From an optimization exercise on the open Yosys and OpenROAD flow, aimed at small area and a short achievable clock period; shortcuts taken in it are not production practice.
Function not checked in this run: the RTL went through the layout flow alone.
Power and IR drop assume default switching activity.

File: design.v
module ALU(func, op1, op2, result);
parameter DataWidth = 32;
input [3:0]func;
input [DataWidth-1:0] op1;
input [DataWidth-1:0] op2;
output reg [DataWidth-1:0] result;
localparam ZERO = 0,
        ADD = 1,
        SUB = 2,
        SLL = 3,
        SLT = 4,
        XOR = 5,
        OR = 6, 
        AND = 7,
        SRL = 8,
        SRA = 9,
        SLTU= 10;
always@(*)begin
        case(func)
            ADD:begin
                result <= op1 + op2;
            end
            SUB:begin
                result <= op1 - op2;
            end
            SLL:begin
                result <= (op1 << op2[4:0]);
            end
            SLT:begin
                result <= ($signed(op1) < $signed(op2));
            end
            XOR:begin
                result <= op1 ^ op2;
            end
            OR:begin
                result <= op1 | op2;
            end
            AND:begin
                result <= op1 & op2;
            end
            SRL:begin
               result <= (op1 >> op2[4:0]); 
            end
            SRA:begin
                result <= ({{32{op1[31]}}, op1} >> op2[4:0] );
            end
            SLTU:begin
                result <= op1 < op2;
            end
            default: result <= 0;
        endcase
    end
endmodule
module ALU_Ctrl(opcode, funct3, funct7, alu_funct);
input [6:0]opcode;
input [2:0]funct3;
input [6:0]funct7;
output reg [3:0]alu_funct;
localparam ZERO = 0,
        ADD = 1,
        SUB = 2,
        SLL = 3,
        SLT = 4,
        XOR = 5,
        OR = 6, 
        AND = 7,
        SRL = 8,
        SRA = 9,
        SLTU= 10;
always@(*)begin
    case(opcode)
        7'b0000011:begin     
            alu_funct <= ADD; 
        end                  
        7'b0010011:begin     
            case(funct3)
                0:  alu_funct <= ADD;
                1:  alu_funct <= SLL;
                2:  alu_funct <= SLT;
                3:  alu_funct <= SLTU;
                4:  alu_funct <= XOR;
                5:  alu_funct <= (funct7[5]) ? SRA : SRL;
                6:  alu_funct <= OR;
                7:  alu_funct <= AND;
                default: alu_funct <= ZERO;
            endcase
        end
        7'b1100111:begin     
            alu_funct <= ADD; 
        end
        7'b0100011:begin     
            alu_funct <= ADD; 
        end
        7'b0110011:begin     
            case(funct3)
                0:  alu_funct <= (funct7[5]) ? SUB : ADD;
                1:  alu_funct <= SLL;
                2:  alu_funct <= SLT;
                3:  alu_funct <= SLTU;
                4:  alu_funct <= XOR;
                5:  alu_funct <= (funct7[5]) ? SRA : SRL;
                6:  alu_funct <= OR;
                7:  alu_funct <= AND;
                default: alu_funct <= ZERO;
            endcase
        end
        7'b1100011:begin     
            alu_funct <= ADD;
        end                  
        7'b0110111:begin     
            alu_funct <= ADD; 
        end
        7'b0010111:begin     
            alu_funct <= ADD; 
        end
        7'b1101111:begin     
            alu_funct <= ADD; 
        end
        default: alu_funct <= ZERO;   
    endcase
end
endmodule
module EXE (instruction,instruction_address,reg1_data,reg2_data,immediate,aluop1_source,aluop2_source,mem_alu_result,if_jump_flag,if_jump_address);
input [31:0]instruction;
input [31:0]instruction_address;
input [31:0]reg1_data;
input [31:0]reg2_data;
input [31:0]immediate;
input aluop1_source;
input aluop2_source;
output [31:0]mem_alu_result;
output reg if_jump_flag;
output [31:0]if_jump_address;
wire [6:0] opcode;
wire [2:0] funct3;
wire [6:0] funct7;
wire [4:0] rd;
wire [4:0] uimm;
assign opcode = instruction[6:0];
assign funct3 = instruction[14:12];
assign funct7 = instruction[31:25];
assign rd = instruction[11:7];
assign uimm = instruction[19:15];
wire [3:0] func;
wire [31:0] op1;
wire [31:0] op2;
wire [31:0] result;
ALU u_ALU(.func(func), .op1(op1), .op2(op2), .result(result));
ALU_Ctrl u_ALU_Ctrl(.opcode(opcode), .funct3(funct3), .funct7(funct7), .alu_funct(func));
assign op1 = (aluop1_source == 0) ? reg1_data : instruction_address;
assign op2 = (aluop2_source == 0) ? reg2_data : immediate;
assign mem_alu_result = result;
assign if_jump_address = immediate + ((opcode == 7'b1100111) ? reg1_data : instruction_address);
always @(*)begin
        if((opcode == 7'b1101111) || 
           (opcode == 7'b1100111) || 
           ((opcode == 7'b1100011) && (
           (funct3 == 3'b000 && reg1_data == reg2_data) || 
           (funct3 == 3'b001 && reg1_data != reg2_data) ||
           (funct3 == 3'b100 && ($signed(reg1_data) < $signed(reg2_data)))  ||
           (funct3 == 3'b101 && ($signed(reg1_data) >= $signed(reg2_data))) ||
           (funct3 == 3'b110 && reg1_data < reg2_data) ||
           (funct3 == 3'b111 && reg1_data >= reg2_data)))
        )
        begin
            if_jump_flag <= 1'b1;
        end
        else 
            if_jump_flag <= 1'b0;
    end
endmodule
module ID (clk, rst, instruction,ex_immediate,ex_aluop1_source,ex_aluop2_source,memory_read_enable,memory_write_enable,wb_reg_write_source, read_data1, read_data2, write_data);
input clk, rst;
input  [31:0] instruction;
input [31:0]write_data;
reg [4:0] regs_reg1_read_address;
reg [4:0] regs_reg2_read_address;
output reg [31:0] ex_immediate;
output reg ex_aluop1_source;
output reg ex_aluop2_source;
output reg memory_read_enable;
output reg memory_write_enable;
output reg [1:0] wb_reg_write_source;
reg reg_write_enable;
reg [4:0] reg_write_address;
wire [6:0] opcode;
wire [2:0] funct3;
wire [6:0] funct7;
wire [4:0] rd;
wire [4:0] rs1;
wire [4:0] rs2;
assign opcode = instruction[6:0];
assign funct3 = instruction[14:12];
assign funct7 = instruction[31:25];
assign rd = instruction[11:7];
assign rs1 = instruction[19:15];
assign rs2 = instruction[24:20];
output [31:0]read_data1, read_data2;
reg [31:0]registers[0:31];
assign read_data1 = (regs_reg1_read_address == 0) ? 0 : registers[regs_reg1_read_address];
assign read_data2 = (regs_reg2_read_address == 0) ? 0 : registers[regs_reg2_read_address];
integer i;
always@(posedge clk or posedge rst)begin
    if(rst)begin
        for (i = 0;i < 32;i = i + 1) begin
            registers[i] <= 0;
        end
    end
    else begin
        if(reg_write_enable && reg_write_address != 0)begin
            registers[reg_write_address] <= write_data;
        end
    end
end
always @(*)begin
        regs_reg1_read_address <= (opcode == 7'b0110111)?5'd0:rs1;
        regs_reg2_read_address <= rs2;
        case (opcode)
            7'b0010011:ex_immediate <= {{21{instruction[31]}},instruction[30:20]};                    
            7'b0000011:ex_immediate <= {{21{instruction[31]}},instruction[30:20]};                    
            7'b1100111:ex_immediate <= {{21{instruction[31]}},instruction[30:20]};                    
            7'b0100011:ex_immediate <= {{21{instruction[31]}},instruction[30:25],instruction[11:7]};  
            7'b1100011:ex_immediate <= {{20{instruction[31]}},instruction[7],instruction[30:25],instruction[11:8],1'b0};  
            7'b0110111:ex_immediate <= {{{instruction[31:12]}},{12{1'b0}}};                             
            7'b0010111:ex_immediate <= {{{instruction[31:12]}},{12{1'b0}}};                             
            7'b1101111:ex_immediate <= {{12{instruction[31]}},instruction[19:12],instruction[20],instruction[30:21],1'b0};  
            default:   ex_immediate <= {{20{instruction[31]}},instruction[31:20]};
        endcase
        case (opcode)
            7'b1100011:ex_aluop1_source <= 1'b1;  
            7'b0010111:ex_aluop1_source <= 1'b1;  
            7'b1101111:ex_aluop1_source <= 1'b1;  
            default:   ex_aluop1_source <= 1'b0;
        endcase
        ex_aluop2_source <= (opcode == 7'b0110011)?1'b0:1'b1;  
        memory_read_enable <= (opcode == 7'b0000011);        
        memory_write_enable <= (opcode == 7'b0100011);       
        case (opcode)
            7'b0000011 : wb_reg_write_source <= 2'd1;        
            7'b1101111 : wb_reg_write_source <= 2'd3;        
            7'b1100111 : wb_reg_write_source <= 2'd3;        
            default:     wb_reg_write_source <= 2'd0;        
        endcase
        case (opcode)
            7'b0110011:reg_write_enable <= 1'b1;  
            7'b0010011:reg_write_enable <= 1'b1;  
            7'b0000011:reg_write_enable <= 1'b1;  
            7'b0010111:reg_write_enable <= 1'b1;  
            7'b0110111:reg_write_enable <= 1'b1;  
            7'b1101111:reg_write_enable <= 1'b1;  
            7'b1100111:reg_write_enable <= 1'b1;  
            default:   reg_write_enable <= 1'b0;
        endcase
        reg_write_address <= rd;
    end
endmodule
module IF (clk,rst,jump_flag_id,jump_address_id,instruction_read_data,instruction_address);
input clk,rst;
input jump_flag_id;
input [31:0] jump_address_id;
input [31:0] instruction_read_data;
output reg [31:0] instruction_address;
reg [31:0] pre_instruction_address;
reg [31:0] instruction_count;
always @(posedge clk or posedge rst)begin
    if(rst)begin
        instruction_address <= 32'h0;
        pre_instruction_address <= 32'h0;
        instruction_count <= 0;
    end
    else begin
        pre_instruction_address <= (jump_flag_id) ? jump_address_id: pre_instruction_address + 32'd4;
        instruction_address <= (jump_flag_id) ? jump_address_id: pre_instruction_address + 32'd4;
        instruction_count <= instruction_count + 1;
    end
end
endmodule
module MemoryAccess(alu_result, reg2_data, memory_read_enable, memory_write_enable, funct3, wb_memory_read_data, address, write_data, write_strobe, read_data); 
parameter DataWidth = 32;
parameter AddrWidth = 32;
parameter WordSize = 4;
parameter ByteBits = 8;
input [DataWidth-1:0]alu_result;
input [DataWidth-1:0]reg2_data;
input memory_read_enable;
input memory_write_enable;
input [2:0]funct3;
output reg [DataWidth-1:0]wb_memory_read_data;
output [AddrWidth-1:0]address;
output reg [DataWidth-1:0]write_data;
output reg [WordSize-1:0]write_strobe;
input [DataWidth-1:0]read_data;
wire [1:0]mem_address_index = alu_result[1:0];
wire [DataWidth-1:0]data = read_data;
assign address = alu_result;
wire [DataWidth-1:0]index_shift = (mem_address_index << 3);
integer i;
always@(*)begin
    write_data <= 0;
    write_strobe <= 0;
    wb_memory_read_data <= 0;
    if(memory_read_enable)begin
        case(funct3)
            3'b000:begin
                case(mem_address_index)
                    0:begin
                        wb_memory_read_data <= {{24{data[7]}}, data[7:0]};
                    end
                    1:begin
                        wb_memory_read_data <= {{24{data[15]}}, data[15:8]};
                    end
                    2:begin
                        wb_memory_read_data <= {{24{data[23]}}, data[23:16]};
                    end
                    default: wb_memory_read_data <= {{24{data[31]}}, data[31:24]};
                endcase
            end
            3'b100:begin
                case(mem_address_index)
                    0:begin
                        wb_memory_read_data <= {{24'd0}, data[7:0]};
                    end
                    1:begin
                        wb_memory_read_data <= {{24'd0}, data[15:8]};
                    end
                    2:begin
                        wb_memory_read_data <= {{24'd0}, data[23:16]};
                    end
                    default: wb_memory_read_data <= {{24'd0}, data[31:24]};
                endcase
            end
            3'b001:begin
                if(mem_address_index == 0)
                    wb_memory_read_data <= {{16{data[15]}}, data[15:0]};
                else
                    wb_memory_read_data <= {{16{data[31]}}, data[31:16]};
            end
            3'b101:begin
                if(mem_address_index == 0)
                    wb_memory_read_data <= {{16'd0}, data[15:0]};
                else
                    wb_memory_read_data <= {{16'd0}, data[31:16]};
            end
            3'b010:begin
                wb_memory_read_data <= data;
            end
            default: wb_memory_read_data <= 0;
        endcase
      end
      else if(memory_write_enable)begin
        write_data <= reg2_data;
        write_strobe <= 0;
        if(funct3 == 3'b000)begin
            write_strobe[mem_address_index] <= 1;
            write_data <= (reg2_data[ByteBits-1:0] << index_shift);
        end
        else if(funct3 == 3'b001)begin
            if(mem_address_index == 0)begin
                for(i=0;i<2;i=i+1)
                    write_strobe[i] <= 1;
                write_data <= reg2_data[15:0];
            end
            else begin
                for(i=2;i<4;i=i+1)begin
                    write_strobe[i] <= 1;
                end
                write_data <= (reg2_data[15:0] << 16);
            end
        end
        else if(funct3 == 3'b010)begin
            for(i=0;i<4;i=i+1)
                write_strobe[i] <= 1;
        end
      end
    end
endmodule
module WriteBack(instruction_address, alu_result, memory_read_data, regs_write_source, regs_write_data);
parameter DataWidth = 32;
parameter AddrWidth = 32;
input [AddrWidth-1:0]instruction_address;
input [DataWidth-1:0]alu_result;
input [DataWidth-1:0]memory_read_data;
input [1:0]regs_write_source;
output reg [DataWidth-1:0]regs_write_data;
always@(*)begin
    if(regs_write_source == 2'd1)
        regs_write_data <= memory_read_data;
    else if(regs_write_source == 2'd3)
        regs_write_data <= instruction_address + 4;
    else 
        regs_write_data <= alu_result;
end
endmodule
module CPU(clk,rst,data_out,instr_out,instr_read,data_read,instr_addr,data_addr,data_write,data_in);
parameter PhysicalRegisterAddrWidth = 5;
parameter DataWidth = 32;
parameter AddrWidth = 32;
parameter WordSize = 4;
parameter ByteBits = 8;
input             clk;                               
input             rst;                               
input      [31:0] data_out;   
input      [31:0] instr_out;  
output            instr_read; 
output     [31:0] instr_addr; 
output            data_read;  
output [31:0] data_addr;  
output [3:0]  data_write; 
output [31:0] data_in;    
wire [11:0] real_data_addr;
assign real_data_addr = data_addr[13:2];
assign instr_read = 1;
wire write_enable;
wire [PhysicalRegisterAddrWidth-1:0]write_address;
wire [DataWidth-1:0]write_data;
wire [PhysicalRegisterAddrWidth-1:0]read_address1;
wire [PhysicalRegisterAddrWidth-1:0]read_address2;
wire [DataWidth-1:0]read_data1;
wire [DataWidth-1:0]read_data2;
wire [31:0] instruction = instr_out;
wire jump_flag_id;
wire [31:0] jump_address_id;
wire [31:0] instruction_address;
assign instr_addr = instruction_address;
IF U_IF(
    .clk(clk),
    .rst(rst),
    .jump_flag_id(jump_flag_id),
    .jump_address_id(jump_address_id),
    .instruction_read_data(instr_out), 
    .instruction_address(instruction_address)
    );
wire [31:0] ex_immediate;
wire ex_aluop1_source;
wire ex_aluop2_source;
wire memory_read_enable;
assign data_read = memory_read_enable;
wire memory_write_enable;
wire [1:0] wb_reg_write_source;
ID U_ID(
    .clk(clk),
    .rst(rst),
    .instruction(instr_out),
    .ex_immediate(ex_immediate),
    .ex_aluop1_source(ex_aluop1_source),
    .ex_aluop2_source(ex_aluop2_source),
    .memory_read_enable(memory_read_enable),
    .memory_write_enable(memory_write_enable),
    .wb_reg_write_source(wb_reg_write_source),
    .read_data1(read_data1),
    .read_data2(read_data2),
    .write_data(write_data)
    );
wire [31:0]mem_alu_result;
EXE U_EXE(
    .instruction(instr_out),
    .instruction_address(instruction_address),
    .reg1_data(read_data1),
    .reg2_data(read_data2),
    .immediate(ex_immediate),
    .aluop1_source(ex_aluop1_source),
    .aluop2_source(ex_aluop2_source),
    .mem_alu_result(mem_alu_result),
    .if_jump_flag(jump_flag_id),
    .if_jump_address(jump_address_id)
    );
wire [DataWidth-1:0]memory_read_data;
WriteBack U_WB(
    .instruction_address(instruction_address), 
    .alu_result(mem_alu_result), 
    .memory_read_data(memory_read_data), 
    .regs_write_source(wb_reg_write_source),
    .regs_write_data(write_data)
    );
wire [2:0]funct3;
assign funct3 = instruction[14:12];
MemoryAccess U_MemoryAccess(
    .alu_result(mem_alu_result), 
    .reg2_data(read_data2), 
    .memory_read_enable(memory_read_enable),
    .memory_write_enable(memory_write_enable), 
    .funct3(funct3), 
    .wb_memory_read_data(memory_read_data),
    .address(data_addr),
    .write_data(data_in),
    .write_strobe(data_write),
    .read_data(data_out)
    ); 
endmodule
File: run.sh
#!/bin/bash
# synth_recipe.tcl (not shown) runs the flow's synth.tcl, then flattens the netlist and writes it again
# the make line also repeats each setting of config.mk as NAME=value (left out here)
make -C /OpenROAD-flow-scripts/flow DESIGN_CONFIG=/design/flow/config.mk WORK_HOME=/design/flow/orfs CLKGATE_MAP_FILE= SYNTH_SCRIPT=/design/flow/synth_recipe.tcl finish
File: config.mk
export PLATFORM = sky130hd
export DESIGN_NAME = CPU
export DESIGN_NICKNAME = CPU
export VERILOG_FILES = /design/flow/design.v
export SDC_FILE = /design/flow/constraint.sdc
export NUM_CORES = 4
export LEC_CHECK = 0
export CAP_MARGIN = 20
export CORE_MARGIN = 2
export CORE_UTILIZATION = 30
export PLACE_DENSITY = 0.5
export SETUP_SLACK_MARGIN = 0.5
export SLEW_MARGIN = 20
File: constraint.sdc
create_clock -name core_clock -period 12.0 [get_ports {clk}]
set_input_delay 2.4000 -clock core_clock [delete_from_list [all_inputs] [get_ports {clk}]]
set_output_delay 2.4000 -clock core_clock [all_outputs]
set_load 0.01 [all_outputs]
==> results.toml <==
[status]
status = "complete, no violations"

[floorplanning]
core_area_sq_mm = 0.225
die-area_sq_mm = 0.231
die_width_um = 480
die_h_um = 480
num_rows = 174
pin_count = 168
initial_utilization_pct = 30.2

[drt]
num_vias = 80704
drc = 0
wirelength_mm = 518
vias_per_cell = 6.61
postRouteAntennaNets = 0
wire_per_inst_um = 42.4
first_pass_iters = 7
drt_iter0_drc = 12064

[clocking]
h-tree-depth = 3
clkLatencyLatePin_ns = 0.87
cts_made_buffers = 121
clk_pin_slew_ns = 0.06
cts_tree = "done"
clockRootBuffer = "clkbuf_16"
cts_buffer_depth = 3
cts_sinks = 1024

[worst_setup_path]
r2r_start = "U_ID.registers[27][3]"
path_class = "primary input to primary output"
crit_buf_inv = 13
crit_top_cell = "buf_4"
cpPeakStageDelay_ns = 0.69
start_kind = "primary input"
timing.rr.end = "U_ID.registers[10][24]"
crit_family = "buffers and inverters"
crit_slowest_cell = "a211oi_2"
critPathArrivalTime_ns = 9.27
critPathMaxFanout = 10
cp-startpoint = "instr_out[15]"
reg2reg_depth = 29
crit_required_ns = 9.60
ff2ff_setup_slack_ns = 4.75
critPathCaptureType = "primary output"
cp.depth = 27

[sta]
hold_viol_final = 0
fin_crit_ns = 11.67
rsz0062_at_grt = "yes"
worstMarginPinSlew_ns = 1.30
setup-violations-final = 0
period_share_pct = 97.2
finalClockSkew_ns = 0.134
maxSlewViolCount = 0
tns_ns = 0
clock.fmax_ghz = 0.0857
setup_ws_ns = 0.332
max_slew_margin_pct = 12.9

[min_path]
hold_path_class = "flip-flop to flip-flop"
min_from = "U_ID.registers[1][18]"
hold_depth = 2
hold_end = "U_ID.registers[1][18]"

[grt]
overflow = 0
grt_pass1_vias = 75073
antenna_found_initial = 49
grt_pass1_wl_mm = 688
grt_start_max_net_pins = 150
grt.total_usage_pct = 43.5

[finish]
nFillCells = 23163
multiInputGateArea_sq_mm = 0.0404
postLayoutCellArea_sq_mm = 0.0894
nets = 9309
area_growth_pct = 31.5
regArea_sq_mm = 0.0256
final_util_pct = 39.7
drive_gt1_share_pct = 23.0

[yosys]
synth_area_sq_mm = 0.0680
async_reset_ff_share_pct = 100
synth_most_common_cell = "nand2_1"
yosysSeqAreaShare_pct = 37.7
synthCells = 8126
yosys_warnings = 8
synthFlopType = "dfrtp_1"
syn_nets = 8356
netlist_top_cells_area = "dfrtp_1 (38%), nand2_1 (6.2%), o21ai_0 (5.2%)"
synth.avg_cell_area_sq_um = 8.37
yosysTopAreaCell = "dfrtp_1"
synth-edff-count = 0
yosys_register_bits = 1024
synthDistinctLibCells = 119
synth_top_area_share_pct = 37.7
synth.top_cells.by_count = "nand2_1 (1118), dfrtp_1 (1024), o21ai_0 (713), nor2_1 (664), a21oi_1 (570)"

[flow_run]
drv_cap = 0

[placement]
routabilityCongestion = 1.05
io_buffers = 166
placed_area_sq_mm = 0.0834
post-dp-hpwl_mm = 383
preCtsSetupSlack_ns = -0.509

[pwr]
leakagePower_nw = 39.2
power.density_mw_per_mm2 = 122
p_total_mw = 10.9
max-vdd-ir-drop_uv = 138
## flip-flops by register name (all words and copies together) (netlist names)
register,flops
U_ID.registers,992
U_IF.pre_instruction_address,32
## timing repair
action / in CTS / in global routing
setup endpoints to repair: 62 / 54
buffers inserted: 33 / 20
cloned: 4 / 1
gates resized for setup: 172 / 120
hold buffers: 0 / 0
pin swaps: 38 / 30
## layout by cell type, fill, tap and decap left out, types with 49 or more instances in the layout
cell	netlist	layout
a2111oi_0	86	54
a211oi_1	101	83
a21o_1	51	50
a21oi_1	570	556
a221oi_1	73	59
a22o_1	56	56
a22oi_1	467	463
and3_1	90	86
buf_12	0	147
buf_4	15	1273
clkbuf_16	0	122
clkdlybuf4s50_1	0	121
dfrtp_1	1024	1024
ha_1	161	159
inv_1	162	160
mux2_2	55	55
mux2i_1	186	185
nand2_1	1118	1089
nand3_1	169	168
nand4_1	107	107
nor2_1	664	602
nor3_1	100	87
o2111a_1	228	228
o2111ai_1	69	68
o211ai_1	49	49
o21ai_0	713	707
o21ai_1	169	172
## metrics by stage
step	hold slack [ns]	instances
5_1_grt	0.527	12175
3_3_place_gp	0.481	11890
3_5_place_dp	0.482	11890
4_1_cts	0.495	12152
6_report	0.494	12214
2_1_floorplan	0.458	8126
## area by class of cell
cell class | instances | share of cell area, %
diodes | 41 | 0.115
clock buffers | 162 | 3.87
clock inverters | 63 | 0.965
inverters | 176 | 0.743
multi-input cells | 6133 | 45.1
flip-flops and latches | 1024 | 28.6
well taps | 2992 | 4.19
repair buffers | 1623 | 16.3
## logic make-up after synthesis
kind of cell	Yosys count	share of synthesized area, %
flops	1024	37.7
mux	257	4.09
buf+inv	970	5.83
compound gates	3050	31.1
fa+ha+maj	165	3.06
simple gates	2593	17.4
xor+xnor	66	0.850
other cells	1	0.00551
## power breakdown
group,total (mW),leakage [nW],switching [mW],internal [mW]
clock,4.07,2.10,1.76,2.32
combinational,2.77,23.0,1.73,1.04
sequential,4.02,14.1,0.383,3.64
total,10.9,39.2,3.87,7.00
## layer usage
layer / vias up / part of all wire [%] / global-route usage [%]
li1: 32341 / - / -
met1: 40118 / 39 / 54.7
met2: 6396 / 41 / 62.9
met3: 1823 / 12 / 13.8
met4: 26 / 8.6 / 30.3
met5: - / 0.088 / 0.787
## how the worst max path moves through the flow
stage / to / slack [ns]
2_1_floorplan: U_ID.registers[10][0] / -4.51
3_3_place_gp: data_in[31] / -0.54
3_5_place_dp: data_in[31] / -0.51
4_1_cts: data_addr[28] / 0.48
5_1_grt: data_in[0] / 0.31
6_report: data_write[3] / 0.33
## worst min-delay path: stages (launching register included)
cell and delay [ns]:
dfrtp_1 0.35, nand2_1 0.05, o21ai_0 0.06

==> port drivers added, routing unchanged <==
No port has a modelled driver above. Below, the same layout with a new extraction and two added sets of constraints. Step 1: set_driving_cell puts a clkbuf_16 on clk and a buf_2 on each other input, an assumption about the parent block. Step 2 times the ports against the registers' clock, not the clock port: input delays grow and output delays shrink by t, the midpoint of the rising clock arrivals with the driver on. Three values: ideal ports, drivers, drivers and shift; two values: the first two.
t, ns: 0.908
setup WS [ns]: 0.332 / 0.305 / 0.305
worst hold slack (ns): 0.494 / 0.494 / 0.494
worst setup path at the end: input to output
latest minus earliest clock arrival (ns): 0.135 / 0.134
After both steps this run still meets setup and hold. The setup slack of this run moves by -0.027 ns with the drivers and by -0.027 ns with both steps.
